What follows belongs to an exercise in optimizing a design on an open flow for small area, a short achievable clock period and few clock cycles per item; a production flow would make more cautious choices. RTL that was checked went through simulation tests only; none was proved equivalent to the original. The RTL of runs 1 to 3 was laid out without a check of its function. Power and IR drop assume default switching activity.

==> flow/design.v <==
`resetall
`timescale 1ns/10ps
module ECC_ENC_DEC
#(
parameter DATA_WIDTH = 32,
parameter AMBA_ADDR_WIDTH = 20,
parameter AMBA_WORD = 32
)
(
input wire clk,
input wire rst,
input wire [AMBA_ADDR_WIDTH-1:0] PADDR,
input wire [AMBA_WORD-1:0] PWDATA,
input wire PENABLE,
           PSEL,
           PWRITE,
output reg [AMBA_WORD-1:0] PRDATA,
output reg [DATA_WIDTH-1:0] data_out,
output reg operation_done,
output reg [1:0] num_of_errors
);
reg [31:0] CTRL_REG, DATA_IN_REG, CODEWORD_WIDTH_REG, NOISE_REG;
reg [3:0] we;
always @(posedge clk or negedge rst) begin : wr_decode
  if (!rst) we <= 4'd0;
  else begin
    we[0] <= PSEL & ~PENABLE & PWRITE & (PADDR[3:2] == 2'b00);
    we[1] <= PSEL & ~PENABLE & PWRITE & (PADDR[3:2] == 2'b01);
    we[2] <= PSEL & ~PENABLE & PWRITE & (PADDR[3:2] == 2'b10);
    we[3] <= PSEL & ~PENABLE & PWRITE & (PADDR[3:2] == 2'b11);
  end
end
reg clr_n;
always @(posedge clk or negedge rst) begin : clear_ctl
  if (!rst) clr_n <= 1'b0;
  else clr_n <= 1'b1;
end
wire [31:0] wdata = PWDATA & {32{clr_n}};
always @(posedge clk) begin : regs
  if (we[0] | ~clr_n) CTRL_REG <= wdata;
  if (we[1] | ~clr_n) DATA_IN_REG <= wdata;
  if (we[2] | ~clr_n) CODEWORD_WIDTH_REG <= wdata;
  if (we[3] | ~clr_n) NOISE_REG <= wdata;
end
always @(posedge clk or negedge rst) begin : done_reg
  if (!rst) operation_done <= 1'b0;
  else operation_done <= we[0];
end
always @(posedge clk) begin : rd
  case (PADDR[3:2])
    2'b00: PRDATA <= CTRL_REG;
    2'b01: PRDATA <= DATA_IN_REG;
    2'b10: PRDATA <= CODEWORD_WIDTH_REG;
    default: PRDATA <= NOISE_REG;
  endcase
end
reg nSc, cM, cL;
always @(posedge clk or negedge rst) begin : width_copy
  if (!rst) begin
    nSc <= 1'b0; cM <= 1'b0; cL <= 1'b0;
  end else if (we[2]) begin
    nSc <= PWDATA[1] | PWDATA[0];
    cM <= ~PWDATA[1] & PWDATA[0];
    cL <= PWDATA[1] & ~PWDATA[0];
  end
end
wire cS = ~nSc;
wire wS = ~CODEWORD_WIDTH_REG[1] & ~CODEWORD_WIDTH_REG[0];
wire wM = ~CODEWORD_WIDTH_REG[1] &  CODEWORD_WIDTH_REG[0];
wire wL =  CODEWORD_WIDTH_REG[1];
wire [31:0] D = DATA_IN_REG;
wire [31:0] N = NOISE_REG;
wire ea0 = D[0];
wire eb0 = D[0];
wire eg0 = ea0;
wire ee0 = D[0];
wire ea1 = (D[1] ^ D[3]);
wire eb1 = (D[2] ^ D[3]);
wire eg1 = (ea1 ^ D[2]);
wire ee1 = (D[1] ^ D[2]);
wire ea2 = (D[4] ^ D[6]);
wire eb2 = (D[5] ^ D[6]);
wire eg2 = (ea2 ^ D[5]);
wire ee2 = (D[4] ^ D[5]);
wire ea3 = (D[8] ^ D[10]);
wire eb3 = (D[9] ^ D[10]);
wire eg3 = ((ea3 ^ D[9]) ^ D[7]);
wire ee3 = (D[7] ^ D[10]);
wire ea4 = (D[11] ^ D[13]);
wire eb4 = (D[12] ^ D[13]);
wire eg4 = (ea4 ^ D[12]);
wire ee4 = (D[11] ^ D[12]);
wire ea5 = (D[15] ^ D[17]);
wire eb5 = (D[16] ^ D[17]);
wire eg5 = ((ea5 ^ D[16]) ^ D[14]);
wire ee5 = (D[14] ^ D[17]);
wire ea6 = (D[19] ^ D[21]);
wire eb6 = (D[20] ^ D[21]);
wire eg6 = ((ea6 ^ D[20]) ^ D[18]);
wire ee6 = (D[18] ^ D[21]);
wire ea7 = (D[23] ^ D[25]);
wire eb7 = (D[24] ^ D[25]);
wire eg7 = ((ea7 ^ D[24]) ^ D[22]);
wire ee7 = (D[23] ^ D[24]);
wire eS0 = (ea0 ^ ea1);
wire eM0 = eS0 ^ (ea2 ^ ea3);
wire eL0 = ((((D[0] ^ D[1]) ^ (D[3] ^ D[4])) ^ ((D[6] ^ D[8]) ^ (D[10] ^ D[11]))) ^ (((D[13] ^ D[15]) ^ (D[17] ^ D[19])) ^ ((D[21] ^ D[23]) ^ D[25])));
wire eS1 = (eb0 ^ eb1);
wire eM1 = eS1 ^ (eb2 ^ eb3);
wire eL1 = ((((D[0] ^ D[2]) ^ (D[3] ^ D[5])) ^ ((D[6] ^ D[9]) ^ (D[10] ^ D[12]))) ^ (((D[13] ^ D[16]) ^ (D[17] ^ D[20])) ^ ((D[21] ^ D[24]) ^ D[25])));
wire eS2 = eg1;
wire eM2 = eS2 ^ eg3;
wire eL2 = ((((D[1] ^ D[2]) ^ (D[3] ^ D[7])) ^ ((D[8] ^ D[9]) ^ (D[10] ^ D[14]))) ^ (((D[15] ^ D[16]) ^ (D[17] ^ D[22])) ^ ((D[23] ^ D[24]) ^ D[25])));
wire eS3 = 1'b0;
wire eM3 = eS3 ^ (eg2 ^ eg3);
wire eL3 = ((((D[4] ^ D[5]) ^ (D[6] ^ D[7])) ^ ((D[8] ^ D[9]) ^ (D[10] ^ D[18]))) ^ (((D[19] ^ D[20]) ^ (D[21] ^ D[22])) ^ ((D[23] ^ D[24]) ^ D[25])));
wire eS4 = 1'b0;
wire eM4 = eS4 ^ 1'b0;
wire eL4 = ((((D[11] ^ D[12]) ^ (D[13] ^ D[14])) ^ ((D[15] ^ D[16]) ^ (D[17] ^ D[18]))) ^ (((D[19] ^ D[20]) ^ (D[21] ^ D[22])) ^ ((D[23] ^ D[24]) ^ D[25])));
wire pS = (ee0 ^ ee1);
wire pM = pS ^ (ee2 ^ ee3);
wire pL = ((((D[0] ^ D[1]) ^ (D[2] ^ D[4])) ^ ((D[5] ^ D[7]) ^ (D[10] ^ D[11]))) ^ (((D[12] ^ D[14]) ^ (D[17] ^ D[18])) ^ ((D[21] ^ D[23]) ^ D[24])));
wire [4:0] encC = wS ? {2'b00, eS2, eS1, eS0} : wM ? {1'b0, eM3, eM2, eM1, eM0} : {eL4, eL3, eL2, eL1, eL0};
wire encP = wS ? pS : wM ? pM : pL;
wire d0a0 = D[4];
wire d0b0 = D[4];
wire d0g0 = d0a0;
wire d0e0 = D[4];
wire d0a1 = (D[5] ^ D[7]);
wire d0b1 = (D[6] ^ D[7]);
wire d0g1 = (d0a1 ^ D[6]);
wire d0e1 = (D[5] ^ D[6]);
wire sD0_0 = (d0a0 ^ d0a1) ^ D[0];
wire sD0_1 = (d0b0 ^ d0b1) ^ D[1];
wire sD0_2 = d0g1 ^ D[2];
wire d1a0 = D[5];
wire d1b0 = D[5];
wire d1g0 = d1a0;
wire d1e0 = D[5];
wire d1a1 = (D[6] ^ D[8]);
wire d1b1 = (D[7] ^ D[8]);
wire d1g1 = (d1a1 ^ D[7]);
wire d1e1 = (D[6] ^ D[7]);
wire d1a2 = (D[9] ^ D[11]);
wire d1b2 = (D[10] ^ D[11]);
wire d1g2 = (d1a2 ^ D[10]);
wire d1e2 = (D[9] ^ D[10]);
wire d1a3 = (D[13] ^ D[15]);
wire d1b3 = (D[14] ^ D[15]);
wire d1g3 = ((d1a3 ^ D[14]) ^ D[12]);
wire d1e3 = (D[12] ^ D[15]);
wire sD1_0 = ((d1a0 ^ d1a1) ^ (d1a2 ^ d1a3)) ^ D[0];
wire sD1_1 = ((d1b0 ^ d1b1) ^ (d1b2 ^ d1b3)) ^ D[1];
wire sD1_2 = (d1g1 ^ d1g3) ^ D[2];
wire sD1_3 = (d1g2 ^ d1g3) ^ D[3];
wire d2a0 = D[6];
wire d2b0 = D[6];
wire d2g0 = d2a0;
wire d2e0 = D[6];
wire d2a1 = (D[7] ^ D[9]);
wire d2b1 = (D[8] ^ D[9]);
wire d2g1 = (d2a1 ^ D[8]);
wire d2e1 = (D[7] ^ D[8]);
wire d2a2 = (D[10] ^ D[12]);
wire d2b2 = (D[11] ^ D[12]);
wire d2g2 = (d2a2 ^ D[11]);
wire d2e2 = (D[10] ^ D[11]);
wire d2a3 = (D[14] ^ D[16]);
wire d2b3 = (D[15] ^ D[16]);
wire d2g3 = ((d2a3 ^ D[15]) ^ D[13]);
wire d2e3 = (D[13] ^ D[16]);
wire d2a4 = (D[17] ^ D[19]);
wire d2b4 = (D[18] ^ D[19]);
wire d2g4 = (d2a4 ^ D[18]);
wire d2e4 = (D[17] ^ D[18]);
wire d2a5 = (D[21] ^ D[23]);
wire d2b5 = (D[22] ^ D[23]);
wire d2g5 = ((d2a5 ^ D[22]) ^ D[20]);
wire d2e5 = (D[20] ^ D[23]);
wire d2a6 = (D[25] ^ D[27]);
wire d2b6 = (D[26] ^ D[27]);
wire d2g6 = ((d2a6 ^ D[26]) ^ D[24]);
wire d2e6 = (D[24] ^ D[27]);
wire d2a7 = (D[29] ^ D[31]);
wire d2b7 = (D[30] ^ D[31]);
wire d2g7 = ((d2a7 ^ D[30]) ^ D[28]);
wire d2e7 = (D[29] ^ D[30]);
wire sD2_0 = (((d2a0 ^ d2a1) ^ (d2a2 ^ d2a3)) ^ ((d2a4 ^ d2a5) ^ (d2a6 ^ d2a7))) ^ D[0];
wire sD2_1 = (((d2b0 ^ d2b1) ^ (d2b2 ^ d2b3)) ^ ((d2b4 ^ d2b5) ^ (d2b6 ^ d2b7))) ^ D[1];
wire sD2_2 = ((d2g1 ^ d2g3) ^ (d2g5 ^ d2g7)) ^ D[2];
wire sD2_3 = ((d2g2 ^ d2g3) ^ (d2g6 ^ d2g7)) ^ D[3];
wire sD2_4 = ((d2g4 ^ d2g5) ^ (d2g6 ^ d2g7)) ^ D[4];
wire qD0 = (((D[0] ^ D[1]) ^ (D[2] ^ D[3])) ^ ((D[4] ^ D[5]) ^ (D[6] ^ D[7])));
wire qD1 = (((D[8] ^ D[9]) ^ (D[10] ^ D[11])) ^ ((D[12] ^ D[13]) ^ (D[14] ^ D[15])));
wire qD2 = ((((D[16] ^ D[17]) ^ (D[18] ^ D[19])) ^ ((D[20] ^ D[21]) ^ (D[22] ^ D[23]))) ^ (((D[24] ^ D[25]) ^ (D[26] ^ D[27])) ^ ((D[28] ^ D[29]) ^ (D[30] ^ D[31]))));
wire [4:0] synD = wS ? {2'b00, sD0_2, sD0_1, sD0_0} : wM ? {1'b0, sD1_3, sD1_2, sD1_1, sD1_0} : {sD2_4, sD2_3, sD2_2, sD2_1, sD2_0};
wire parDa = wL ? (qD0 ^ qD1) : qD0;
wire parDb = wS ? 1'b0 : wM ? qD1 : qD2;
wire n0a0 = N[4];
wire n0b0 = N[4];
wire n0g0 = n0a0;
wire n0e0 = N[4];
wire n0a1 = (N[5] ^ N[7]);
wire n0b1 = (N[6] ^ N[7]);
wire n0g1 = (n0a1 ^ N[6]);
wire n0e1 = (N[5] ^ N[6]);
wire sN0_0 = (n0a0 ^ n0a1) ^ N[0];
wire sN0_1 = (n0b0 ^ n0b1) ^ N[1];
wire sN0_2 = n0g1 ^ N[2];
wire n1a0 = N[5];
wire n1b0 = N[5];
wire n1g0 = n1a0;
wire n1e0 = N[5];
wire n1a1 = (N[6] ^ N[8]);
wire n1b1 = (N[7] ^ N[8]);
wire n1g1 = (n1a1 ^ N[7]);
wire n1e1 = (N[6] ^ N[7]);
wire n1a2 = (N[9] ^ N[11]);
wire n1b2 = (N[10] ^ N[11]);
wire n1g2 = (n1a2 ^ N[10]);
wire n1e2 = (N[9] ^ N[10]);
wire n1a3 = (N[13] ^ N[15]);
wire n1b3 = (N[14] ^ N[15]);
wire n1g3 = ((n1a3 ^ N[14]) ^ N[12]);
wire n1e3 = (N[12] ^ N[15]);
wire sN1_0 = ((n1a0 ^ n1a1) ^ (n1a2 ^ n1a3)) ^ N[0];
wire sN1_1 = ((n1b0 ^ n1b1) ^ (n1b2 ^ n1b3)) ^ N[1];
wire sN1_2 = (n1g1 ^ n1g3) ^ N[2];
wire sN1_3 = (n1g2 ^ n1g3) ^ N[3];
wire n2a0 = N[6];
wire n2b0 = N[6];
wire n2g0 = n2a0;
wire n2e0 = N[6];
wire n2a1 = (N[7] ^ N[9]);
wire n2b1 = (N[8] ^ N[9]);
wire n2g1 = (n2a1 ^ N[8]);
wire n2e1 = (N[7] ^ N[8]);
wire n2a2 = (N[10] ^ N[12]);
wire n2b2 = (N[11] ^ N[12]);
wire n2g2 = (n2a2 ^ N[11]);
wire n2e2 = (N[10] ^ N[11]);
wire n2a3 = (N[14] ^ N[16]);
wire n2b3 = (N[15] ^ N[16]);
wire n2g3 = ((n2a3 ^ N[15]) ^ N[13]);
wire n2e3 = (N[13] ^ N[16]);
wire n2a4 = (N[17] ^ N[19]);
wire n2b4 = (N[18] ^ N[19]);
wire n2g4 = (n2a4 ^ N[18]);
wire n2e4 = (N[17] ^ N[18]);
wire n2a5 = (N[21] ^ N[23]);
wire n2b5 = (N[22] ^ N[23]);
wire n2g5 = ((n2a5 ^ N[22]) ^ N[20]);
wire n2e5 = (N[20] ^ N[23]);
wire n2a6 = (N[25] ^ N[27]);
wire n2b6 = (N[26] ^ N[27]);
wire n2g6 = ((n2a6 ^ N[26]) ^ N[24]);
wire n2e6 = (N[24] ^ N[27]);
wire n2a7 = (N[29] ^ N[31]);
wire n2b7 = (N[30] ^ N[31]);
wire n2g7 = ((n2a7 ^ N[30]) ^ N[28]);
wire n2e7 = (N[29] ^ N[30]);
wire sN2_0 = (((n2a0 ^ n2a1) ^ (n2a2 ^ n2a3)) ^ ((n2a4 ^ n2a5) ^ (n2a6 ^ n2a7))) ^ N[0];
wire sN2_1 = (((n2b0 ^ n2b1) ^ (n2b2 ^ n2b3)) ^ ((n2b4 ^ n2b5) ^ (n2b6 ^ n2b7))) ^ N[1];
wire sN2_2 = ((n2g1 ^ n2g3) ^ (n2g5 ^ n2g7)) ^ N[2];
wire sN2_3 = ((n2g2 ^ n2g3) ^ (n2g6 ^ n2g7)) ^ N[3];
wire sN2_4 = ((n2g4 ^ n2g5) ^ (n2g6 ^ n2g7)) ^ N[4];
wire qN0 = (((N[0] ^ N[1]) ^ (N[2] ^ N[3])) ^ ((N[4] ^ N[5]) ^ (N[6] ^ N[7])));
wire qN1 = (((N[8] ^ N[9]) ^ (N[10] ^ N[11])) ^ ((N[12] ^ N[13]) ^ (N[14] ^ N[15])));
wire qN2 = ((((N[16] ^ N[17]) ^ (N[18] ^ N[19])) ^ ((N[20] ^ N[21]) ^ (N[22] ^ N[23]))) ^ (((N[24] ^ N[25]) ^ (N[26] ^ N[27])) ^ ((N[28] ^ N[29]) ^ (N[30] ^ N[31]))));
wire [4:0] synN = wS ? {2'b00, sN0_2, sN0_1, sN0_0} : wM ? {1'b0, sN1_3, sN1_2, sN1_1, sN1_0} : {sN2_4, sN2_3, sN2_2, sN2_1, sN2_0};
wire parNa = wL ? (qN0 ^ qN1) : qN0;
wire parNb = wS ? 1'b0 : wM ? qN1 : qN2;
reg [4:0] sD, sN, cE;
reg pDa, pDb, pNa, pNb, pE;
reg [1:0] mode;
reg ddec, nfc;    
always @(posedge clk) begin : stage1
  sD <= synD; pDa <= parDa; pDb <= parDb;
  sN <= synN; pNa <= parNa; pNb <= parNb;
  cE <= encC; pE <= encP;
  mode <= PWDATA[1:0];    
  ddec <= ~PWDATA[1] & PWDATA[0];
  nfc <= ~PWDATA[1];
end
wire m_dec = ~mode[1] & mode[0];
wire m_fc  =  mode[1];
wire [4:0] s = ({5{m_dec}} & sD) | ({5{m_fc}} & sN);
wire p = (m_dec & (pDa ^ pDb)) | (m_fc & (pNa ^ pNb));
wire [1:0] nof = {~p & (|s), p};
wire d_dec = ddec, d_fc = ~nfc;
wire [25:0] g = D[25:0] & {26{~d_dec}};
wire [4:0] lo = cE & {5{~d_dec}};
wire pb = pE & ~d_dec;
wire [31:0] ecw = ({32{cS}} & {24'd0, g[3:0], pb, lo[2:0]}) | ({32{cM}} & {16'd0, g[10:0], pb, lo[3:0]}) | ({32{cL}} & {g, pb, lo});
wire [31:0] nmask = {{16{cL}}, {8{cM | cL}}, 8'hff};
wire [31:0] t = (({32{d_dec}} & D) | ({32{d_fc}} & N)) & nmask;
wire [31:0] fix;
assign fix[0] = p & ((cS & (s == 5'd1)) | (cM & (s == 5'd1)) | (cL & (s == 5'd1)));
assign fix[1] = p & ((cS & (s == 5'd2)) | (cM & (s == 5'd2)) | (cL & (s == 5'd2)));
assign fix[2] = p & ((cS & (s == 5'd4)) | (cM & (s == 5'd4)) | (cL & (s == 5'd4)));
assign fix[3] = p & ((cS & (s == 5'd0)) | (cM & (s == 5'd8)) | (cL & (s == 5'd8)));
assign fix[4] = p & ((cS & (s == 5'd3)) | (cM & (s == 5'd0)) | (cL & (s == 5'd16)));
assign fix[5] = p & ((cS & (s == 5'd5)) | (cM & (s == 5'd3)) | (cL & (s == 5'd0)));
assign fix[6] = p & ((cS & (s == 5'd6)) | (cM & (s == 5'd5)) | (cL & (s == 5'd3)));
assign fix[7] = p & ((cS & (s == 5'd7)) | (cM & (s == 5'd6)) | (cL & (s == 5'd5)));
assign fix[8] = p & ((cM & (s == 5'd7)) | (cL & (s == 5'd6)));
assign fix[9] = p & ((cM & (s == 5'd9)) | (cL & (s == 5'd7)));
assign fix[10] = p & ((cM & (s == 5'd10)) | (cL & (s == 5'd9)));
assign fix[11] = p & ((cM & (s == 5'd11)) | (cL & (s == 5'd10)));
assign fix[12] = p & ((cM & (s == 5'd12)) | (cL & (s == 5'd11)));
assign fix[13] = p & ((cM & (s == 5'd13)) | (cL & (s == 5'd12)));
assign fix[14] = p & ((cM & (s == 5'd14)) | (cL & (s == 5'd13)));
assign fix[15] = p & ((cM & (s == 5'd15)) | (cL & (s == 5'd14)));
assign fix[16] = p & ((cL & (s == 5'd15)));
assign fix[17] = p & ((cL & (s == 5'd17)));
assign fix[18] = p & ((cL & (s == 5'd18)));
assign fix[19] = p & ((cL & (s == 5'd19)));
assign fix[20] = p & ((cL & (s == 5'd20)));
assign fix[21] = p & ((cL & (s == 5'd21)));
assign fix[22] = p & ((cL & (s == 5'd22)));
assign fix[23] = p & ((cL & (s == 5'd23)));
assign fix[24] = p & ((cL & (s == 5'd24)));
assign fix[25] = p & ((cL & (s == 5'd25)));
assign fix[26] = p & ((cL & (s == 5'd26)));
assign fix[27] = p & ((cL & (s == 5'd27)));
assign fix[28] = p & ((cL & (s == 5'd28)));
assign fix[29] = p & ((cL & (s == 5'd29)));
assign fix[30] = p & ((cL & (s == 5'd30)));
assign fix[31] = p & ((cL & (s == 5'd31)));
always @(posedge clk) begin : stage2
  data_out <= (ecw ^ t) ^ fix;
  num_of_errors <= nof;
end
endmodule
==> flow/flow/run.sh <==
#!/bin/bash
# The standard layout (standard.sh), with two changes to the cells it may use:
#  - the port buffers are buf_1 cells instead of the delay cell buffer_ports picks by default;
#  - the 3-input XOR/XNOR cells are added to the platform's don't-use list, so that
#    synthesis and repair build the parity trees from 2-input XOR/XNOR cells.
set -euo pipefail
export BUFFER_PORTS_ARGS="-buffer_cell sky130_fd_sc_hd__buf_1"
DU=$(make -s -C "$FLOW_HOME" DESIGN_CONFIG="$PWD/config.mk" WORK_HOME="$PWD/orfs" print-DONT_USE_CELLS 2> print.log | sed -n 's/^DONT_USE_CELLS: //p')
[ -n "$DU" ]
DU="$DU sky130_fd_sc_hd__xnor3_1 sky130_fd_sc_hd__xnor3_2 sky130_fd_sc_hd__xnor3_4 sky130_fd_sc_hd__xor3_1 sky130_fd_sc_hd__xor3_2 sky130_fd_sc_hd__xor3_4"
echo "DONT_USE_CELLS=$DU" > dont_use.txt
bash standard.sh DONT_USE_CELLS="$DU" finish > standard.log 2>&1
==> flow/standard.sh <==
#!/bin/bash
# synth_recipe.tcl (not shown) runs the flow's synth.tcl, then flattens the netlist and writes it again
# the make line also repeats each setting of config.mk as NAME=value (left out here)
make -C /OpenROAD-flow-scripts/flow DESIGN_CONFIG=/design/flow/config.mk WORK_HOME=/design/flow/orfs CLKGATE_MAP_FILE= SYNTH_SCRIPT=/design/flow/synth_recipe.tcl "${@:-finish}"
==> flow/config.mk <==
export PLATFORM = sky130hd
export DESIGN_NAME = ECC_ENC_DEC
export DESIGN_NICKNAME = ECC_ENC_DEC
export VERILOG_FILES = /design/flow/design.v
export SDC_FILE = /design/flow/constraint.sdc
export NUM_CORES = 4
export LEC_CHECK = 0
export CAP_MARGIN = 20
export CORE_MARGIN = 2
export CORE_UTILIZATION = 40
export CTS_CLUSTER_DIAMETER = 100
export CTS_CLUSTER_SIZE = 25
export SETUP_SLACK_MARGIN = 2.95
export SLEW_MARGIN = 20
==> flow/constraint.sdc <==
create_clock -name core_clock -period 5.0 [get_ports {clk}]
set_input_delay 1.0000 -clock core_clock [delete_from_list [all_inputs] [get_ports {clk}]]
set_output_delay 1.0000 -clock core_clock [all_outputs]
set_load 0.01 [all_outputs]
==> reports/metrics.csv, run 1 <==
stage,metric,value,unit
clock_network,clk root buf,clkbuf_16,
global_route,number of global-route vias before repair,6839,
floorplanning,initial core utilization,0.409,
critical_path,critical path peak fanout,7,
critical_path,"CP delay by family, top",XOR/XNOR gates,
timing,Setup-failing EPs final,0,
critical_path,Critical Path RT,5.36,ns
yosys,Synth Area per Inst,11.8,um2
placement,post-place setup slack,2.23,ns
power,PwrDens,320,mW/mm2
drt,post-DR vias/cell,5.10,
clock_network,total clock sinks,227,
floorplanning,DIE AREA,0.0290,mm2
yosys,Synth Register Bits,227,
critical_path,Critical Path Source Type,register,
yosys,"Distinct cells, synth",49,
floorplanning,die height,170,um
floorplanning,row cnt,60,
min_path,Hold Path Origin,we[0]$_DFF_PN0_,
yosys,Post-synth EDFFs,128,
drt,ANT nets after route,0,
placement,GP Congestion,0.872,
global_route,antenna violations before repair,0,
timing,Max Slew Vio Count,0,
yosys,Synth area leaders,"edfxtp_1, dfxtp_1, xnor2_1",
timing,RSZ-0062 raised after global routing,yes,
yosys,Syn Nets,994,
timing,slew at the pin closest to its max-slew limit,0.908,ns
placement,placed cell areas,0.0117,mm2
timing,Slew HR,0.392,
critical_path,Reg-to-Reg End,sD[1]$_DFF_P_,
floorplanning,Core Footprint,0.0270,mm2
yosys,share of Yosys cell area claimed by the top area cell type,0.348,
clock_network,Num CTS Buffers,13,
critical_path,most frequent cell on the critical path,xnor2_1,
placement,DP HPWL,19700,um
timing,final worst setup slack,2.87,ns
layout,nets@finish,1132,
critical_path,CP bufs+invs,1,
clock_network,clk slew on worst S/H paths,0.10,ns
min_path,worst hold stages,0,
critical_path,FF-to-FF Start,DATA_IN_REG[7]$_DFFE_PP_,
layout,ant diodes,0,
drt,initial drt markers,649,
global_route,first-pass GRT wire length,42600,um
critical_path,CP arrival,2.49,ns
drt,drt wl/cell,19.9,um
drt,DRC,0,
timing,fin crit share,0.426,
yosys,Mapped Cells,937,
critical_path,Setup CP Type,reg2reg,
critical_path,cell count of the worst reg-to-reg path,7,
timing,Clock Skews,0.0191,ns
yosys,asr flop ratio synth,0.0396,
timing,min Tclk post-route,2.13,ns
clock_network,Clock Path Buffers,3,
critical_path,CP Cell Sequence,"buf_4, xnor2_2, xnor2_1, xnor2_1, a211oi_1, a21oi_2, xor2_1",
layout,area grow syn2layout,17.5,%
global_route,Overflow after GRT,0,
yosys,"area leader, netlist",edfxtp_1,
critical_path,Reg2Reg Setup Slack,2.87,ns
clock_network,CTS tree,yes,
global_route,total track usage,0.198,
layout,final core occ,0.481,
timing,Hold Fails Final Rpt,0,
yosys,Netlist Area Pre-Place,0.0111,mm2
layout,# fillers,2461,
critical_path,CP max stage delay,0.55,ns
power,leakage,4.81,nW
clock_network,worst skew pair latency,0.49,ns
floorplanning,die width,170,um
run_status,status,timing/DRC/antenna clean,
drt,DRT Wirelength,28300,um
run,Max-Cap Viols,0,
min_path,Hold Path Class,reg2reg,
layout,layout cells sized above 1,0.179,
global_route,pin count of the biggest net entering global routing,37,
min_path,Hold Path End,operation_done$_DFF_PN0_,
critical_path,Critical Path End Type,register,
power,Peak VDD IR,0.190,mV
drt,via count,7256,
placement,input/output buffers,105,
yosys,ys flop type,edfxtp_1,
drt,DRT Pass-1 Iters,5,
layout,fin area,0.0130,mm2
critical_path,Crit-path slowest cell,edfxtp_1,
timing,setup TNS,0,ns
yosys,top-count cell post-synth,xnor2_1,
yosys,YS warnings,1,
clock_network,CTS H-Tree Depth,1,
yosys,top post-synthesis cells by count,"xnor2_1, edfxtp_1, nor2_1",
floorplanning,IO Pins,124,
yosys,sequential element share of the synthesized area,0.531,
power,Pwr Total,4.15,mW
timing,Max Clk Rate,0.470,GHz
## how the worst max path moves through the flow
| stage | from | to | slack (ns) | cells after the start |
|---|---|---|---|---|
| after floorplan | PADDR[3] | PRDATA[10]$_DFF_P_ | 2.91 | 3 |
| after global placement | PADDR[3] | PRDATA[29]$_DFF_P_ | 2.25 | 3 |
| after detailed placement | PADDR[3] | PRDATA[27]$_DFF_P_ | 2.23 | 3 |
| after CTS | DATA_IN_REG[18]$_DFFE_PP_ | sD[1]$_DFF_P_ | 2.90 | 7 |
| after global routing | DATA_IN_REG[31]$_DFFE_PP_ | sD[3]$_SDFF_PP0_ | 2.80 | 7 |
| final | DATA_IN_REG[7]$_DFFE_PP_ | sD[1]$_DFF_P_ | 2.87 | 7 |
## cells by family after synthesis
kind of cell | Yosys count | share of synthesized area
xor gates and xnor gates | 245 | 0.199
and+or+nand+nor | 230 | 0.0998
DFF | 227 | 0.531
AOI/OAI and AO/OA | 128 | 0.0708
buffers and inverters | 68 | 0.0277
muxes | 38 | 0.0711
other | 1 | 0.000339
## registers in the layout, summed over array words and instances (netlist names), 2 cells and up
| register | cells |
|---|---|
| we | 4 |
| PRDATA | 32 |
| CODEWORD_WIDTH_REG | 32 |
| data_out | 32 |
| CTRL_REG | 32 |
| NOISE_REG | 32 |
| sN | 5 |
| cE | 5 |
| mode | 2 |
| num_of_errors | 2 |
| sD | 5 |
| DATA_IN_REG | 32 |
## report_power, final
group | switching [mW] | total [mW] | internal (mW)
clock | 0.598 | 1.10 | 0.497
sequential | 0.0961 | 2.21 | 2.12
combinational | 0.487 | 0.845 | 0.358
total | 1.18 | 4.15 | 2.97
## metrics by stage
stage                     cells  hold slack, ns
after global routing       1422           0.404
after detailed placement   1337           0.353
after floorplan             937           0.346
after CTS                  1397           0.376
final                      1422           0.378
after global placement     1337           0.351
## layer usage
| layer | vias to the layer above | wire [um] | track usage |
|---|---|---|---|
| li1 | 3487 | - | - |
| met3 | 28 | 1650 | 0.0214 |
| met4 | 0 | 524 | 0.0457 |
| met2 | 225 | 13000 | 0.315 |
| met5 | - | 0 | 0 |
| met1 | 3516 | 13200 | 0.291 |
## timing repair
| action | 4_1_cts | 5_1_grt |
|---|---|---|
| endpoints found under the setup margin | 79 | 51 |
| resized for setup | 31 | 43 |
| pin swaps | 6 | 32 |
| setup buffers | 39 | 25 |
| hold buffers | 0 | 0 |
## cells in the final DEF (no fill, tap or decap), types with 12 or more instances in the layout
| master | netlist | routed |
|---|---|---|
| xnor2_1 | 174 | 136 |
| and2_1 | 34 | 34 |
| a21oi_1 | 41 | 39 |
| o21ai_0 | 33 | 31 |
| buf_4 | 0 | 71 |
| dfxtp_1 | 90 | 88 |
| nand2b_1 | 13 | 12 |
| clkbuf_16 | 0 | 13 |
| a22oi_1 | 22 | 20 |
| buf_1 | 6 | 99 |
| xor2_1 | 65 | 58 |
| mux4_2 | 31 | 31 |
| xnor2_2 | 2 | 38 |
| nor2b_1 | 27 | 26 |
| edfxtp_1 | 128 | 128 |
| nand2_1 | 37 | 37 |
| nor2_1 | 94 | 93 |
## final cells by class
cell class                 instances  area (um2)  area share
clock buffer                      18         344      0.0265
multi-input combinational        642        5290       0.407
sequential                       227        5880       0.453
clock inverter                     3        28.8     0.00222
tap                              341         427      0.0328
inverter                          11        42.5     0.00327
timing repair buffer             180         982      0.0756
==> run 2, diff against run 1 <==
--- a/flow/config.mk
+++ b/flow/config.mk
@@ -10,5 +10,5 @@
 export CORE_UTILIZATION = 40
 export CTS_CLUSTER_DIAMETER = 100
 export CTS_CLUSTER_SIZE = 25
-export SETUP_SLACK_MARGIN = 2.95
+export SETUP_SLACK_MARGIN = 2.9
 export SLEW_MARGIN = 20
==> run 2 against run 1 <==
  * Largest power group unchanged
  * Largest cell class unchanged
  * Total power down 0.51%
  * Flip-flop and latch count stayed put
  * Non-clock buffer count decreased by 22
  * Critical path depth unchanged
  * Die area unchanged
  * First-iteration DRC count is 6.8% higher
  * Hold slack gained 0.0024 ns
  * Via count down 1.5%
  * Combinational power down 3.2%
  * Setup slack improved by 0.0046 ns
==> reports/metrics.csv, run 2 <==
stage,metric,value,unit
clock_network,hold bufs inserted after CTS,0,
floorplanning,die height,170,um
critical_path,Setup CP Type,reg2reg,
floorplanning,IO Pins,124,
min_path,worst hold stages,0,
placement,input/output buffers,105,
drt,via count,7145,
yosys,Post-synth EDFFs,128,
placement,post-place setup slack,2.23,ns
layout,layout cells sized above 1,0.138,
power,leakage,4.61,nW
yosys,top post-synthesis cells by count,"xnor2_1, edfxtp_1, nor2_1",
floorplanning,row cnt,60,
floorplanning,die width,170,um
drt,DRC,0,
global_route,total track usage,0.191,
min_path,Hold Path End,operation_done$_DFF_PN0_,
global_route,first-pass GRT wire length,41300,um
timing,fin crit share,0.425,
critical_path,cell count of the worst reg-to-reg path,7,
global_route,Overflow after GRT,0,
critical_path,FF-to-FF Start,DATA_IN_REG[12]$_DFFE_PP_,
yosys,Syn Nets,994,
yosys,"Distinct cells, synth",49,
critical_path,Critical Path Source Type,register,
timing,Max Clk Rate,0.471,GHz
clock_network,Num CTS Buffers,13,
timing,setup TNS,0,ns
critical_path,Reg-to-Reg End,pDa$_DFF_P_,
clock_network,Clock Path Buffers,3,
critical_path,Reg2Reg Setup Slack,2.88,ns
drt,initial drt markers,693,
timing,Clock Skews,0.0154,ns
layout,Finished Layout Cells,1400,
clock_network,clk root buf,clkbuf_16,
yosys,top-count cell post-synth,xnor2_1,
power,Pwr Total,4.13,mW
yosys,Synth Register Bits,227,
drt,DRT Pass-1 Iters,5,
clock_network,clk slew on worst S/H paths,0.09,ns
global_route,pin count of the biggest net entering global routing,37,
yosys,"area leader, netlist",edfxtp_1,
layout,most frequent cells in the layout,"xnor2_1, edfxtp_1, buf_1, nor2_1, dfxtp_1",
timing,Max Slew Vio Count,0,
floorplanning,initial core utilization,0.409,
drt,post-DR vias/cell,5.10,
layout,"commonest non-fill, non-tap cell in the layout",xnor2_1,
floorplanning,Core Footprint,0.0270,mm2
clock_network,CTS H-Tree Depth,1,
min_path,Hold Path Origin,we[0]$_DFF_PN0_,
global_route,antenna violations before repair,0,
yosys,Mapped Cells,937,
timing,Hold Fails Final Rpt,0,
yosys,Synth Area per Inst,11.8,um2
yosys,YS warnings,1,
run,Max-Cap Viols,0,
yosys,ys flop type,edfxtp_1,
run_status,status,timing/DRC/antenna clean,
layout,nets@finish,1110,
drt,ANT nets after route,0,
power,Peak VDD IR,0.216,mV
drt,drt wl/cell,19.8,um
critical_path,Critical Path End Type,register,
critical_path,Critical Path RT,5.38,ns
layout,final core occ,0.469,
placement,DP HPWL,19600,um
timing,slew at the pin closest to its max-slew limit,0.846,ns
power,PwrDens,326,mW/mm2
clock_network,worst skew pair latency,0.48,ns
yosys,Netlist Area Pre-Place,0.0111,mm2
layout,ant diodes,0,
floorplanning,DIE AREA,0.0290,mm2
placement,GP Congestion,0.859,
timing,final worst setup slack,2.88,ns
drt,DRT Wirelength,27700,um
timing,Slew HR,0.433,
yosys,Synth area leaders,"edfxtp_1, dfxtp_1, xnor2_1",
timing,Setup-failing EPs final,0,
global_route,number of global-route vias before repair,6743,
yosys,share of Yosys cell area claimed by the top area cell type,0.348,
yosys,asr flop ratio synth,0.0396,
timing,RSZ-0062 raised after global routing,yes,
clock_network,total clock sinks,227,
placement,dpl cells,1338,
critical_path,critical path peak fanout,5,
clock_network,CTS tree,yes,
yosys,sequential element share of the synthesized area,0.531,
critical_path,CP arrival,2.50,ns
timing,min Tclk post-route,2.12,ns
layout,area grow syn2layout,14.6,%
min_path,Hold Path Class,reg2reg,
run 2: cell types whose count changed in the layout (fill, tap and decap cells not counted), sizes merged:
cell / change
buf: -18
clkbuf: -3
clkinv: -1
run 2: metal layers:
metal  vias up  global-route usage  wire, um
met5         -                   0         0
met4         0              0.0494       680
met3        30              0.0216      1550
met2       201               0.307     12700
met1      3469               0.276     12800
li1       3445                   -         -
run 2: final cells by class:
class,count,area (um2)
fillers,2526,14400
clock inverters,2,26.3
flip-flops and latches,227,5870
multi-input cells,642,5150
inverters,11,41.3
repair buffers,158,797
well taps,341,427
clock buffers,19,348
run 2: critical path, cell delays in order (launching register included):
cell	delay, ns
edfxtp_1	0.55
xor2_2	0.26
xnor2_4	0.25
xor2_2	0.24
xor2_2	0.30
xnor2_1	0.18
nand2_1	0.09
xnor2_1	0.16
run 2: kinds of logic (layout without fill, tap and decap cells):
kind of cell / count (synthesis) / count (layout) / synth area share
multiplexers: 38 / 38 / 0.0711
AND/OR/NAND/NOR: 230 / 230 / 0.0998
other: 1 / 1 / 0.000339
XOR/XNOR: 245 / 245 / 0.199
flip-flops: 227 / 227 / 0.531
AO/OA/AOI/OAI: 128 / 128 / 0.0708
buffers and inverters: 68 / 190 / 0.0277
run 2: power by group:
group	internal (mW)	switching [mW]	leakage, nW
logic	0.340	0.478	2.15
registers	2.12	0.0972	2.28
clock network	0.501	0.599	0.182
run 2: worst max-delay path by stage:
stage / start / endpoint / slack (ns) / cells past startpoint
after global routing: DATA_IN_REG[12]$_DFFE_PP_ / pDa$_DFF_P_ / 2.79 / 7
after CTS: NOISE_REG[15]$_DFFE_PP_ / sN[1]$_DFF_P_ / 2.89 / 7
final: DATA_IN_REG[12]$_DFFE_PP_ / pDa$_DFF_P_ / 2.88 / 7
after detailed placement: PADDR[3] / PRDATA[18]$_DFF_P_ / 2.23 / 3
after floorplan: PADDR[2] / PRDATA[10]$_DFF_P_ / 2.90 / 3
after global placement: PADDR[3] / PRDATA[27]$_DFF_P_ / 2.24 / 3
run 2: per-stage QoR:
stage          cell area, um2  hold slack, ns
5_1_grt                 12700           0.403
6_report                12700           0.380
4_1_cts                 12400           0.380
3_3_place_gp            11700           0.351
3_5_place_dp            11700           0.356
2_1_floorplan           11100           0.346
run 2: repair_timing:
item                                    in CTS  in global routing
cloned                                       0                  0
endpoints found under the setup margin      56                 13
pin swaps                                    0                 13
gates resized for setup                     20                 23
setup buffers                               21                 20
==> run 3, diff against run 2 <==
--- a/flow/config.mk
+++ b/flow/config.mk
@@ -10,5 +10,5 @@
 export CORE_UTILIZATION = 40
 export CTS_CLUSTER_DIAMETER = 100
 export CTS_CLUSTER_SIZE = 25
-export SETUP_SLACK_MARGIN = 2.9
+export SETUP_SLACK_MARGIN = 3.0
 export SLEW_MARGIN = 20
==> run 3 against run 2 <==
  * Flip-flop and latch count is the same
  * First-iteration DRC count up 1.2%
  * Register-to-register slack gained 0.06 ns
  * Setup slack gained 0.059 ns
  * Critical path depth increased by 1
  * Die area unchanged
  * Final cell count increased by 2.0%
  * Total power increased by 1.8%
  * Wire length grew 3.2%
  * Critical path type unchanged
  * Highest routed layer unchanged
==> reports/metrics.csv, run 3 <==
stage,metric,value,unit
yosys,simple-gate area share of the yosys netlist,0.0998,
yosys,"Distinct cells, synth",49,
drt,post-DR vias/cell,5.15,
drt,DRC,0,
timing,Clock Skews,0.0300,ns
drt,DRT Pass-1 Iters,5,
floorplanning,initial core utilization,0.409,
clock_network,CTS tree,yes,
critical_path,Setup CP Type,reg2reg,
placement,post-place setup slack,2.25,ns
drt,DRT Wirelength,28600,um
power,Pint,3.02,mW
yosys,share of Yosys cell area claimed by the top area cell type,0.348,
layout,Finished Layout Cells,1428,
yosys,YS warnings,1,
clock_network,clk slew on worst S/H paths,0.10,ns
floorplanning,die width,170,um
critical_path,"CP delay by family, top",XOR/XNOR gates,
drt,ANT nets after route,0,
yosys,largest family of logic cells by synthesized area,XOR/XNOR gates,
layout,nets@finish,1137,
power,sequential power share,0.526,
yosys,Post-synth EDFFs,128,
global_route,number of global-route vias before repair,6901,
yosys,Syn Nets,994,
timing,Max Slew Vio Count,0,
yosys,Synth area leaders,"edfxtp_1, dfxtp_1, xnor2_1",
critical_path,cell count of the worst reg-to-reg path,8,
global_route,Overflow after GRT,0,
floorplanning,Core Footprint,0.0270,mm2
timing,Max Clk Rate,0.485,GHz
yosys,top post-synthesis cells by count,"xnor2_1, edfxtp_1, nor2_1",
timing,setup TNS,0,ns
critical_path,FF-to-FF Start,DATA_IN_REG[10]$_DFFE_PP_,
yosys,Synth Register Bits,227,
yosys,asr flop ratio synth,0.0396,
yosys,Post-Synth XOR/XNOR Area,0.199,
global_route,first-pass GRT wire length,41900,um
clock_network,clk root buf,clkbuf_16,
timing,fin crit share,0.413,
timing,Setup-failing EPs final,0,
min_path,Hold Path End,operation_done$_DFF_PN0_,
layout,layout cells sized above 1,0.199,
floorplanning,die height,170,um
yosys,"area leader, netlist",edfxtp_1,
clock_network,Num CTS Buffers,13,
clock_network,Clock Path Buffers,3,
critical_path,Reg2Reg Setup Slack,2.94,ns
run_status,status,timing/DRC/antenna clean,
critical_path,Critical Path End Type,register,
critical_path,Critical Path Source Type,register,
critical_path,critical path peak fanout,5,
yosys,Synth Area in Compound Gates,0.0708,
min_path,Hold Path Class,reg2reg,
timing,slew at the pin closest to its max-slew limit,0.708,ns
placement,dpl cells,1336,
timing,Hold Fails Final Rpt,0,
power,Sw Ratio,0.281,
critical_path,Crit-path slowest cell,edfxtp_1,
power,leakage,4.92,nW
drt,via count,7357,
floorplanning,DIE AREA,0.0290,mm2
clock_network,CTS H-Tree Depth,1,
drt,initial drt markers,701,
run,Max-Cap Viols,0,
timing,RSZ-0062 raised after global routing,yes,
power,PwrDens,321,mW/mm2
global_route,antenna violations before repair,0,
floorplanning,IO Pins,124,
timing,Slew HR,0.528,
yosys,Synth Area per Inst,11.8,um2
critical_path,CP arrival,2.43,ns
yosys,top-count cell post-synth,xnor2_1,
critical_path,CP Cell Sequence,"buf_4, xnor2_4, buf_4, xor2_1, xnor2_1, xnor2_2, a22oi_1, xnor2_1",
placement,DP HPWL,19000,um
critical_path,Reg-to-Reg End,cE[2]$_DFF_P_,
clock_network,worst skew pair latency,0.49,ns
min_path,worst hold stages,0,
yosys,Mapped Cells,937,
critical_path,CP max stage delay,0.37,ns
power,Peak VDD IR,0.168,mV
timing,min Tclk post-route,2.06,ns
yosys,Synth Area in Adders,0,
global_route,pin count of the biggest net entering global routing,37,
power,Comb pwr share,0.205,
placement,GP Congestion,0.851,
yosys,mux cell area share after synthesis,0.0711,
timing,WHS,0.376,ns
layout,area grow syn2layout,18.6,%
timing,final worst setup slack,2.94,ns
layout,most frequent cells in the layout,"xnor2_1, edfxtp_1, nor2_1, dfxtp_1, buf_1",
layout,"commonest non-fill, non-tap cell in the layout",xnor2_1,
yosys,Netlist Area Pre-Place,0.0111,mm2
placement,input/output buffers,105,
power,clock power share,0.269,
floorplanning,row cnt,60,
global_route,total track usage,0.193,
critical_path,CP bufs+invs,2,
yosys,sequential element share of the synthesized area,0.531,
min_path,Hold Path Origin,we[0]$_DFF_PN0_,
drt,drt wl/cell,20.0,um
power,P_sw,1.18,mW
clock_network,total clock sinks,227,
critical_path,Critical Path RT,5.37,ns
yosys,ys flop type,edfxtp_1,
[run 3: worst max path at each step]
stage	to	cells after the start	start
floorplan	PRDATA[10]$_DFF_P_	3	PADDR[3]
detailed placement	PRDATA[15]$_DFF_P_	3	PADDR[3]
global route	pDa$_DFF_P_	7	DATA_IN_REG[13]$_DFFE_PP_
global placement	PRDATA[22]$_DFF_P_	3	PADDR[3]
CTS	pE$_DFF_P_	6	DATA_IN_REG[4]$_DFFE_PP_
finish	cE[2]$_DFF_P_	8	DATA_IN_REG[10]$_DFFE_PP_
[run 3: cells by family (layout without fill, tap and decap cells)]
logic type	count (synthesis)	after routing
DFF	227	227
muxes	38	38
buffers and inverters	68	217
xor gates and xnor gates	245	245
AOI/OAI and AO/OA	128	128
and+or+nand+nor	230	230
other	1	2
[run 3: cell type report]
cell class	instances	area (um2)
fill	2474	13900
antenna	1	2.50
inverter	11	41.3
clock buffer	19	358
multi-input combinational	642	5320
timing repair buffer	185	1050
sequential	227	5880
clock inverter	2	37.5
tap	341	427
[run 3: metrics by stage]
step,power [mW],instance area [um2],utilization
after CTS,4.19,12700,0.468
final,4.21,13100,0.485
after global placement,3.02,11700,0.433
after global routing,4.38,13100,0.485
after detailed placement,3.02,11700,0.433
after floorplan,2.79,11100,-
[run 3: routing by layer]
metal / up-vias / GRT usage / share of wire
met1: 3590 / 0.284 / 0.46
met3: 33 / 0.0212 / 0.056
met2: 233 / 0.310 / 0.47
met5: - / 0 / 0
met4: 0 / 0.0401 / 0.017
li1: 3501 / - / -
[run 3: power by group through the flow]
stage | logic [mW] | registers [mW] | clock network (mW)
4_1_cts | 0.817 | 2.21 | 1.16
2_1_floorplan | 0.551 | 2.24 | 0
3_3_place_gp | 0.758 | 2.26 | 0
6_report | 0.861 | 2.21 | 1.13
3_5_place_dp | 0.765 | 2.26 | 0
5_1_grt | 0.932 | 2.23 | 1.22
[run 3: timing repair]
| action | CTS | global route |
|---|---|---|
| setup endpoints to repair | 72 | 60 |
| gates cloned | 0 | 0 |
| buffers inserted | 41 | 29 |
| pin swaps | 16 | 20 |
| hold buffers | 0 | 0 |
| gates resized for setup | 51 | 47 |
==> run 4, diff against run 3 <==
--- a/flow/design.v
+++ b/flow/design.v
@@ -30,17 +30,24 @@
     we[3] <= PSEL & ~PENABLE & PWRITE & (PADDR[3:2] == 2'b11);
   end
 end
+always @(posedge clk or negedge rst) begin : regs
+  if (!rst) begin
+    DATA_IN_REG <= 32'd0; CODEWORD_WIDTH_REG[1:0] <= 2'd0; NOISE_REG <= 32'd0;
+  end else begin
+    if (we[1]) DATA_IN_REG <= PWDATA;
+    if (we[2]) CODEWORD_WIDTH_REG[1:0] <= PWDATA[1:0];
+    if (we[3]) NOISE_REG <= PWDATA;
+  end
+end
 reg clr_n;
 always @(posedge clk or negedge rst) begin : clear_ctl
   if (!rst) clr_n <= 1'b0;
   else clr_n <= 1'b1;
 end
 wire [31:0] wdata = PWDATA & {32{clr_n}};
-always @(posedge clk) begin : regs
+always @(posedge clk) begin : regs_rb
   if (we[0] | ~clr_n) CTRL_REG <= wdata;
-  if (we[1] | ~clr_n) DATA_IN_REG <= wdata;
-  if (we[2] | ~clr_n) CODEWORD_WIDTH_REG <= wdata;
-  if (we[3] | ~clr_n) NOISE_REG <= wdata;
+  if (we[2] | ~clr_n) CODEWORD_WIDTH_REG[31:2] <= wdata[31:2];
 end
 always @(posedge clk or negedge rst) begin : done_reg
   if (!rst) operation_done <= 1'b0;
--- a/flow/config.mk
+++ b/flow/config.mk
@@ -10,5 +10,5 @@
 export CORE_UTILIZATION = 40
 export CTS_CLUSTER_DIAMETER = 100
 export CTS_CLUSTER_SIZE = 25
-export SETUP_SLACK_MARGIN = 3.0
+export SETUP_SLACK_MARGIN = 2.95
 export SLEW_MARGIN = 20
==> run 4 against run 3 <==
  * Total power grew 84%
  * Cell area down 1.5%
  * Utilization down 3.3 points
  * Area after synthesis up 4.1%
  * Clock skew fell by 0.0044 ns
  * Critical endpoint is now sN[0]$_DFF_P_
==> reports/metrics.csv, run 4 <==
stage,metric,value,unit
timing,Max Slew Vio Count,0,
drt,drt wl/cell,21.0,um
global_route,first-pass GRT wire length,46600,um
clock_network,clk slew on worst S/H paths,0.09,ns
layout,nets@finish,1122,
clock_network,CTS H-Tree Depth,1,
floorplanning,IO Pins,124,
global_route,total track usage,0.199,
timing,Setup-failing EPs final,0,
timing,slew at the pin closest to its max-slew limit,0.949,ns
yosys,Synth Register Bits,227,
yosys,YS warnings,1,
clock_network,Num CTS Buffers,13,
critical_path,CP max stage delay,0.51,ns
floorplanning,DIE AREA,0.0301,mm2
run,Max-Cap Viols,0,
drt,via count,7896,
yosys,Synth Area per Inst,11.6,um2
floorplanning,initial core utilization,0.403,
yosys,simple-gate area share of the yosys netlist,0.0804,
layout,most frequent cells in the layout,"xnor2_1, buf_1, dfxtp_1, edfxtp_1, mux2_2",
yosys,Synth area leaders,"dfrtp_1, edfxtp_1, dfxtp_1",
yosys,asr flop ratio synth,0.330,
global_route,antenna violations before repair,0,
yosys,Mapped Cells,996,
global_route,pin count of the biggest net entering global routing,48,
placement,placed cell areas,0.0121,mm2
global_route,Overflow after GRT,0,
placement,GP Congestion,0.879,
timing,setup TNS,0,ns
timing,Clock Skews,0.0256,ns
placement,input/output buffers,105,
timing,RSZ-0062 raised after global routing,yes,
layout,Finished Layout Cells,1455,
yosys,share of Yosys cell area claimed by the top area cell type,0.163,
timing,WHS,0.397,ns
critical_path,Reg2Reg Setup Slack,2.99,ns
timing,min Tclk post-route,2.01,ns
drt,ANT nets after route,0,
yosys,top-count cell post-synth,xnor2_1,
run_status,status,timing/DRC/antenna clean,
critical_path,CP Cell Sequence,"xor2_1, xnor2_1, xnor2_1, xnor2_1, xnor2_1, mux2i_1, xnor2_1",
placement,dpl cells,1419,
layout,fin area,0.0129,mm2
yosys,Synth Area in Adders,0,
floorplanning,row cnt,62,
power,leakage,4.66,nW
power,Peak VDD IR,0.271,mV
min_path,Hold Path Class,reg2reg,
timing,Hold Fails Final Rpt,0,
yosys,Syn Nets,1053,
floorplanning,Core Footprint,0.0285,mm2
critical_path,most frequent cell on the critical path,xnor2_1,
critical_path,Critical Path RT,5.40,ns
clock_network,CTS tree,yes,
drt,DRC,0,
drt,DRT Wirelength,30500,um
clock_network,hold bufs inserted after CTS,0,
floorplanning,die width,174,um
clock_network,worst skew pair latency,0.48,ns
clock_network,clk root buf,clkbuf_16,
clock_network,Clock Path Buffers,3,
yosys,"area leader, netlist",dfrtp_1,
critical_path,Critical Path Source Type,register,
yosys,Post-Synth XOR/XNOR Area,0.167,
critical_path,"CP delay by family, top",XOR/XNOR gates,
drt,DRT Pass-1 Iters,5,
critical_path,Setup CP Type,reg2reg,
yosys,top post-synthesis cells by count,"xnor2_1, dfxtp_1, dfrtp_1",
placement,DP HPWL,21200,um
critical_path,Critical Path End Type,register,
timing,Max Clk Rate,0.498,GHz
yosys,largest family of logic cells by synthesized area,XOR/XNOR gates,
floorplanning,die height,174,um
layout,"commonest non-fill, non-tap cell in the layout",xnor2_1,
critical_path,CP bufs+invs,0,
yosys,ys flop type,dfxtp_1,
drt,initial drt markers,742,
critical_path,critical path peak fanout,6,
global_route,number of global-route vias before repair,7475,
yosys,"Distinct cells, synth",54,
timing,Slew HR,0.368,
layout,ant diodes,0,
yosys,sequential element share of the synthesized area,0.481,
yosys,Synth Area in Compound Gates,0.105,
timing,fin crit share,0.401,
clock_network,total clock sinks,227,
yosys,Post-synth EDFFs,62,
layout,layout cells sized above 1,0.200,
yosys,Netlist Area Pre-Place,0.0115,mm2
critical_path,CP arrival,2.40,ns
layout,area grow syn2layout,12.2,%
drt,post-DR vias/cell,5.43,
critical_path,Crit-path slowest cell,dfrtp_1,
yosys,mux cell area share after synthesis,0.131,
power,PwrDens,600,mW/mm2
==> run 4: cell count changes in the layout (fill, tap and decap cells not counted), moves of 20 or more <==
cell | previous run | this run
mux2_2 | 1 | 61
edfxtp_1 | 128 | 62
buf_4 | 77 | 21
buf_1 | 81 | 101
nor2_1 | 93 | 32
dfrtp_1 | 8 | 54
a221oi_1 | 0 | 21
xor2_1 | 60 | 39
==> run 4: cell type report <==
cell class	count	area (um2)
multi-input combinational	676	5790
clock buffer	18	344
timing repair inverter	1	7.51
clock inverter	3	28.8
sequential	227	5580
fill	2735	15600
tap	384	480
inverter	16	65.1
timing repair buffer	130	619
==> run 4: path summary, 6_finish.rpt <==
| kind | endpoint | from | cells past startpoint |
|---|---|---|---|
| worst min-delay path | operation_done$_DFF_PN0_ | we[0]$_DFF_PN0_ | 0 |
| max in group asynchronous | DATA_IN_REG[5]$_DFFE_PN0P_ | rst | 2 |
| worst max register to register | sN[0]$_DFF_P_ | NOISE_REG[29]$_DFFE_PN0P_ | 7 |
| worst max-delay path | sN[0]$_DFF_P_ | NOISE_REG[29]$_DFFE_PN0P_ | 7 |
| worst min register to register | operation_done$_DFF_PN0_ | we[0]$_DFF_PN0_ | 0 |
| min in group asynchronous | DATA_IN_REG[31]$_DFFE_PN0P_ | rst | 1 |
==> run 4: layer usage <==
| layer | global-route usage | vias to the layer above | wire length, um |
|---|---|---|---|
| li1 | - | 3658 | - |
| met1 | 0.289 | 3966 | 14000 |
| met2 | 0.327 | 237 | 14500 |
| met3 | 0.0204 | 35 | 1470 |
| met4 | 0.0389 | 0 | 582 |
| met5 | 0 | - | 0 |
==> run 4: cells by family (layout without fill, tap and decap cells) <==
group,count (synthesis),in the layout
AO/OA/AOI/OAI,185,185
flip-flops,227,227
buffers and inverters,93,168
multiplexers,103,103
AND/OR/NAND/NOR,178,178
other,1,1
XOR/XNOR,209,209
==> run 4: timing repair <==
| item | in CTS | in global routing |
|---|---|---|
| setup endpoints to repair | 109 | 62 |
| gates cloned | 1 | 0 |
| resized for setup | 36 | 37 |
| buffers inserted | 2 | 12 |
| pin swaps | 1 | 3 |
==> run 4: stage by stage <==
stage	worst slack, ns	utilization	power (mW)
after floorplan	2.96	-	5.57
after global placement	2.17	0.425	6.38
after detailed placement	2.16	0.425	6.42
after CTS	2.92	0.443	7.59
after global routing	2.91	0.453	8.20
final	2.99	0.453	7.75
==> run 4: report_power, final <==
part / total, mW / switching, mW / internal, mW
clock network: 1.10 / 0.603 / 0.497
logic: 3.80 / 1.93 / 1.88
registers: 2.85 / 0.551 / 2.29
total: 7.75 / 3.08 / 4.67
Testbench counts of run 4, summed over its fixed seeds: cycles 12,384, ops 1,920.
==> run 5, diff against run 4 <==
--- a/flow/config.mk
+++ b/flow/config.mk
@@ -7,8 +7,8 @@
 export LEC_CHECK = 0
 export CAP_MARGIN = 20
 export CORE_MARGIN = 2
-export CORE_UTILIZATION = 40
+export CORE_UTILIZATION = 30
 export CTS_CLUSTER_DIAMETER = 100
 export CTS_CLUSTER_SIZE = 25
-export SETUP_SLACK_MARGIN = 2.95
+export SETUP_SLACK_MARGIN = 2.9
 export SLEW_MARGIN = 20
==> run 5 against run 4 <==
  * Largest power group unchanged
  * Synthesized cell count unchanged
  * Sequential power about the same
  * Hold slack worse by 0.022 ns
  * Cell area up 1.0%
  * Still clean on timing, DRC and antenna
  * Utilization down 11 points
  * Clock skew down 0.0074 ns
  * Largest cell class unchanged
  * Final cell count up 9.1%
  * Sequential share of layout area down 0.45 points
  * Non-clock buffer count up 6
==> reports/metrics.csv, run 5 <==
stage,metric,value,unit
critical_path,Reg-to-Reg End,sD[0]$_DFF_P_,
timing,Hold Fails Final Rpt,0,
yosys,top-count cell post-synth,xnor2_1,
min_path,Hold Path Origin,we[0]$_DFF_PN0_,
min_path,Hold Path Class,reg2reg,
clock_network,clk root buf,clkbuf_16,
critical_path,Crit path depth,1,
critical_path,FF-to-FF Start,DATA_IN_REG[7]$_DFFE_PN0P_,
clock_network,clk slew on worst S/H paths,0.10,ns
layout,nets@finish,1127,
timing,Setup-failing EPs final,0,
drt,ANT nets after route,0,
critical_path,crit path from,PRDATA[15]$_DFF_P_,
timing,Max Clk Rate,0.487,GHz
placement,placed cell areas,0.0123,mm2
yosys,Synth Register Bits,227,
yosys,asr flop ratio synth,0.330,
floorplanning,initial core utilization,0.305,
run_status,status,timing/DRC/antenna clean,
critical_path,cell count of the worst reg-to-reg path,7,
floorplanning,Core Footprint,0.0378,mm2
yosys,ys flop type,dfxtp_1,
clock_network,CTS H-Tree Depth,1,
floorplanning,die width,200,um
yosys,Synth Area per Inst,11.6,um2
critical_path,CP arrival,1.05,ns
timing,slew at the pin closest to its max-slew limit,1.09,ns
yosys,Synth Area in Compound Gates,0.105,
yosys,mux cell area share after synthesis,0.131,
timing,RSZ-0062 raised after global routing,yes,
clock_network,worst skew pair latency,0.50,ns
drt,DRT Wirelength,32300,um
yosys,"area leader, netlist",dfrtp_1,
critical_path,CP Cell Sequence,buf_1,
critical_path,Critical Path Source Type,register,
yosys,Post-Synth XOR/XNOR Area,0.167,
timing,Clock Skews,0.0182,ns
timing,setup TNS,0,ns
yosys,Post-synth EDFFs,62,
yosys,share of Yosys cell area claimed by the top area cell type,0.163,
clock_network,total clock sinks,227,
critical_path,CP bufs+invs,1,
critical_path,"CP delay by family, top",flip-flops,
layout,final core occ,0.346,
critical_path,worst setup path endpoint,PRDATA[15],
drt,DRT Pass-1 Iters,5,
placement,input/output buffers,105,
critical_path,CP max stage delay,0.38,ns
placement,GP Congestion,0.882,
layout,ant diodes,0,
yosys,YS warnings,1,
floorplanning,IO Pins,124,
layout,most frequent cells in the layout,"xnor2_1, buf_1, dfxtp_1, edfxtp_1, mux2_2",
clock_network,Clock Path Buffers,3,
yosys,simple-gate area share of the yosys netlist,0.0804,
yosys,Synth area leaders,"dfrtp_1, edfxtp_1, dfxtp_1",
yosys,"Distinct cells, synth",54,
critical_path,Critical Path RT,4.00,ns
clock_network,hold bufs inserted after CTS,0,
floorplanning,row cnt,71,
global_route,number of global-route vias before repair,7727,
layout,"commonest non-fill, non-tap cell in the layout",xnor2_1,
drt,DRC,0,
drt,drt wl/cell,20.3,um
yosys,sequential element share of the synthesized area,0.481,
drt,initial drt markers,719,
yosys,Synth Area in Adders,0,
yosys,Syn Nets,1053,
timing,Max Slew Vio Count,0,
power,leakage,4.67,nW
placement,DP HPWL,22700,um
global_route,first-pass GRT wire length,48700,um
floorplanning,DIE AREA,0.0399,mm2
yosys,top post-synthesis cells by count,"xnor2_1, dfxtp_1, dfrtp_1",
layout,layout cells sized above 1,0.193,
timing,min Tclk post-route,2.05,ns
critical_path,Critical Path End Type,primary output,
critical_path,Reg2Reg Setup Slack,2.97,ns
critical_path,Setup CP Type,reg2out,
yosys,largest family of logic cells by synthesized area,XOR/XNOR gates,
yosys,Netlist Area Pre-Place,0.0115,mm2
global_route,pin count of the biggest net entering global routing,46,
layout,area grow syn2layout,13.4,%
power,Peak VDD IR,0.277,mV
drt,post-DR vias/cell,4.98,
timing,fin crit share,0.410,
global_route,total track usage,0.161,
layout,fin area,0.0131,mm2
yosys,Mapped Cells,996,
timing,Slew HR,0.272,
run,Max-Cap Viols,0,
drt,via count,7908,
global_route,antenna violations before repair,2,
power,PwrDens,596,mW/mm2
critical_path,Crit-path slowest cell,dfxtp_1,
critical_path,critical path peak fanout,1,
clock_network,CTS tree,yes,
global_route,Overflow after GRT,0,
clock_network,Num CTS Buffers,13,
floorplanning,die height,200,um
[run 5: cell counts after synthesis]
No cell type changed its count.
[run 5: layout make-up]
class / instances / area (um2)
Fill cell: 3775 / 24700
Multi-Input combinational cell: 676 / 5710
Sequential cell: 227 / 5580
Timing Repair Buffer: 136 / 651
Tap cell: 511 / 639
Clock buffer: 19 / 378
Inverter: 16 / 66.3
Clock inverter: 3 / 30.0
[run 5: cells by family after synthesis]
logic type	Yosys count
xor+xnor	209
flops	227
compound gates	185
mux	103
other cells	1
buf+inv	93
simple gates	178
[run 5: metrics by stage]
step / hold slack (ns) / setup slack, ns / instances / power, mW
after detailed placement: 0.351 / 2.09 / 1547 / 6.43
final: 0.375 / 2.95 / 1588 / 7.78
after floorplan: 0.346 / 2.87 / 996 / 5.57
after CTS: 0.374 / 2.88 / 1570 / 7.63
after global routing: 0.408 / 2.85 / 1588 / 8.26
after global placement: 0.352 / 2.15 / 1547 / 6.38
[run 5: how the worst min path moves through the flow]
| stage | endpoint | slack, ns | depth (start not counted) |
|---|---|---|---|
| 6_report | operation_done$_DFF_PN0_ | 0.38 | 0 |
| 2_1_floorplan | operation_done$_DFF_PN0_ | 0.35 | 0 |
| 5_1_grt | operation_done$_DFF_PN0_ | 0.41 | 0 |
| 3_5_place_dp | operation_done$_DFF_PN0_ | 0.35 | 0 |
| 3_3_place_gp | operation_done$_DFF_PN0_ | 0.35 | 0 |
| 4_1_cts | operation_done$_DFF_PN0_ | 0.37 | 0 |
[run 5: worst reg2reg max path: stages (launching register included)]
cell and delay [ns]:
dfrtp_2 0.58, xnor2_4 0.33, xnor2_2 0.18, xnor2_1 0.16, xnor2_1 0.17, xnor2_1 0.09
a21oi_1 0.25, xnor2_1 0.18
[run 5: timing repair]
action	CTS	global route
setup buffers	1	18
pin swaps	1	4
endpoints found under the hold margin	0	0
gates resized for setup	21	37
setup endpoints to repair	49	51
[run 5: where the power goes]
part / leakage (nW) / switching (mW) / total [mW] / internal [mW]
Clock: 0.201 / 0.641 / 1.18 / 0.543
Sequential: 2.34 / 0.524 / 2.82 / 2.30
Combinational: 2.13 / 1.92 / 3.78 / 1.85
Total: 4.67 / 3.09 / 7.78 / 4.69
[run 5: routing by layer]
| metal | up-vias | global-route usage | share of wire |
|---|---|---|---|
| li1 | 3662 | - | - |
| met1 | 3920 | 0.224 | 0.44 |
| met2 | 280 | 0.263 | 0.47 |
| met3 | 42 | 0.0302 | 0.068 |
| met4 | 4 | 0.0348 | 0.018 |
| met5 | - | 0 | 0.00068 |
==> run 6, diff against run 5 <==
--- a/flow/config.mk
+++ b/flow/config.mk
@@ -7,7 +7,7 @@
 export LEC_CHECK = 0
 export CAP_MARGIN = 20
 export CORE_MARGIN = 2
-export CORE_UTILIZATION = 30
+export CORE_UTILIZATION = 50
 export CTS_CLUSTER_DIAMETER = 100
 export CTS_CLUSTER_SIZE = 25
 export SETUP_SLACK_MARGIN = 2.9
==> run 6 against run 5 <==
  * Still clean
  * Critical path depth grew 7
  * Non-clock buffer count decreased by 18
  * Final cell count decreased by 15%
  * Register-to-register slack worse by 0.096 ns
  * Sequential power is essentially flat
  * Hold slack gained 0.013 ns
  * Critical path type is now reg2reg
==> reports/metrics.csv, run 6 <==
stage,metric,value,unit
run_status,status,timing/DRC/antenna clean,
drt,ANT nets after route,0,
layout,nets@finish,1110,
critical_path,crit path from,mode[1]$_DFF_P_,
critical_path,CP arrival,2.49,ns
floorplanning,row cnt,55,
min_path,Hold Path Class,reg2reg,
run,Max-Cap Viols,0,
critical_path,"CP delay by family, top",simple AND/OR/NAND/NOR gates,
power,Pwr Total,7.60,mW
drt,DRT Wirelength,29000,um
clock_network,total clock sinks,227,
timing,fin crit share,0.425,
critical_path,Critical Path RT,5.37,ns
timing,Slew HR,0.342,
layout,area grow syn2layout,9.39,%
yosys,Netlist Area Pre-Place,0.0115,mm2
drt,DRC,0,
critical_path,FF-to-FF Start,mode[1]$_DFF_P_,
clock_network,worst skew pair latency,0.50,ns
timing,Hold Fails Final Rpt,0,
placement,DP HPWL,20600,um
yosys,"area leader, netlist",dfrtp_1,
timing,min Tclk post-route,2.13,ns
yosys,asr flop ratio synth,0.330,
drt,initial drt markers,513,
placement,dpl cells,1319,
power,leakage,4.58,nW
layout,register area,0.00556,mm2
critical_path,Crit-path slowest cell,dfxtp_2,
yosys,"Distinct cells, synth",54,
critical_path,Critical Path End Type,register,
yosys,top-count cell post-synth,xnor2_1,
global_route,number of global-route vias before repair,7595,
layout,most frequent cells in the layout,"xnor2_1, buf_1, dfxtp_1, dfrtp_1, edfxtp_1",
clock_network,clk root buf,clkbuf_16,
yosys,Synth Area per Inst,11.6,um2
floorplanning,DIE AREA,0.0242,mm2
timing,Max Slew Vio Count,0,
floorplanning,IO Pins,124,
critical_path,CP max stage delay,0.55,ns
yosys,Synth Register Bits,227,
yosys,YS warnings,1,
clock_network,hold bufs inserted after CTS,0,
global_route,pin count of the biggest net entering global routing,41,
timing,slew at the pin closest to its max-slew limit,0.987,ns
global_route,antenna violations before repair,0,
floorplanning,Core Footprint,0.0226,mm2
layout,# fillers,1980,
layout,Finished Layout Cells,1345,
critical_path,CP Cell Sequence,"nor2b_4, a22oi_2, clkinv_1, nand2_1, nor2_1, nand2_1, xor2_1, nor2_1",
power,PwrDens,604,mW/mm2
critical_path,critical path peak fanout,17,
critical_path,CP bufs+invs,1,
critical_path,Setup CP Type,reg2reg,
placement,GP Congestion,0.860,
drt,post-DR vias/cell,5.78,
floorplanning,die width,156,um
floorplanning,initial core utilization,0.508,
layout,layout cells sized above 1,0.169,
timing,WHS,0.388,ns
yosys,Syn Nets,1053,
clock_network,Clock Path Buffers,3,
yosys,Synth area leaders,"dfrtp_1, edfxtp_1, dfxtp_1",
timing,setup TNS,0,ns
drt,DRT Pass-1 Iters,7,
drt,via count,7774,
layout,"commonest non-fill, non-tap cell in the layout",xnor2_1,
yosys,ys flop type,dfxtp_1,
timing,Max Clk Rate,0.470,GHz
timing,Clock Skews,0.0261,ns
run 6: cell counts after synthesis:
No cell type changed its count.
run 6: metrics by stage:
step,instance area [um2],setup WS (ns),util
2_1_floorplan,11500,2.87,-
3_3_place_gp,12000,2.05,0.530
3_5_place_dp,12000,2.43,0.530
4_1_cts,12500,2.89,0.550
5_1_grt,12600,2.77,0.556
6_report,12600,2.87,0.556
run 6: routing by layer:
metal	part of all wire	GRT usage	vias up
li1	-	-	3638
met1	0.45	0.340	3836
met2	0.48	0.405	250
met3	0.046	0.0281	50
met4	0.031	0.0813	0
met5	0	0	-
run 6: cell families after synthesis:
kind of cell / Yosys count / share of synthesized area
AOI/OAI and AO/OA: 185 / 0.105
xor gates and xnor gates: 209 / 0.167
buffers and inverters: 93 / 0.0351
DFF: 227 / 0.481
muxes: 103 / 0.131
other: 1 / 0.000326
and+or+nand+nor: 178 / 0.0804
run 6: where the power goes:
part	leakage, nW	internal, mW	total [mW]	switching (mW)
registers	2.35	2.29	2.83	0.539
clock network	0.185	0.505	1.11	0.609
logic	2.05	1.82	3.66	1.85
total	4.58	4.61	7.60	3.00
run 6: worst reg2reg max path, delay by kind of cell, from the launching register on:
family	cells	cell delay (ns)
DFF	1	0.55
xor gates and xnor gates	1	0.16
AOI/OAI and AO/OA	1	0.40
and+or+nand+nor	5	0.59
buffers and inverters	1	0.32
run 6: worst paths after layout:
| kind | endpoint | slack, ns | depth (start not counted) |
|---|---|---|---|
| setup / recovery | data_out[16]$_DFF_P_ | 2.87 | 8 |
| hold / removal | operation_done$_DFF_PN0_ | 0.39 | 0 |
| setup reg to reg | data_out[16]$_DFF_P_ | 2.87 | 8 |
| hold reg to reg | operation_done$_DFF_PN0_ | 0.39 | 0 |
| max in group asynchronous | NOISE_REG[24]$_DFFE_PN0P_ | 3.50 | 2 |
| min in group asynchronous | NOISE_REG[0]$_DFFE_PN0P_ | 0.51 | 1 |
run 6: final cells by class:
class	instances	area share
clock buffers	19	0.0276
repair inverters	1	0.000397
repair buffers	118	0.0400
multi-input cells	676	0.453
inverters	16	0.00507
flip-flops and latches	227	0.442
well taps	285	0.0283
clock inverters	3	0.00338
run 6: timing repair:
action / in CTS / in global routing
gates cloned: 1 / 0
hold endpoints to repair: 0 / 0
gates resized for setup: 15 / 26
setup buffers: 1 / 2
pin swaps: 0 / 1
setup endpoints to repair: 67 / 42

Re-timed with assumed drivers on the ports (clkbuf_16 on the clock, buf_2 on other inputs), run 6 has 2.874 ns of setup slack against 2.874 ns with ideal ports, and 2.502 ns once port delays also move by the mid clock arrival of 0.529 ns.
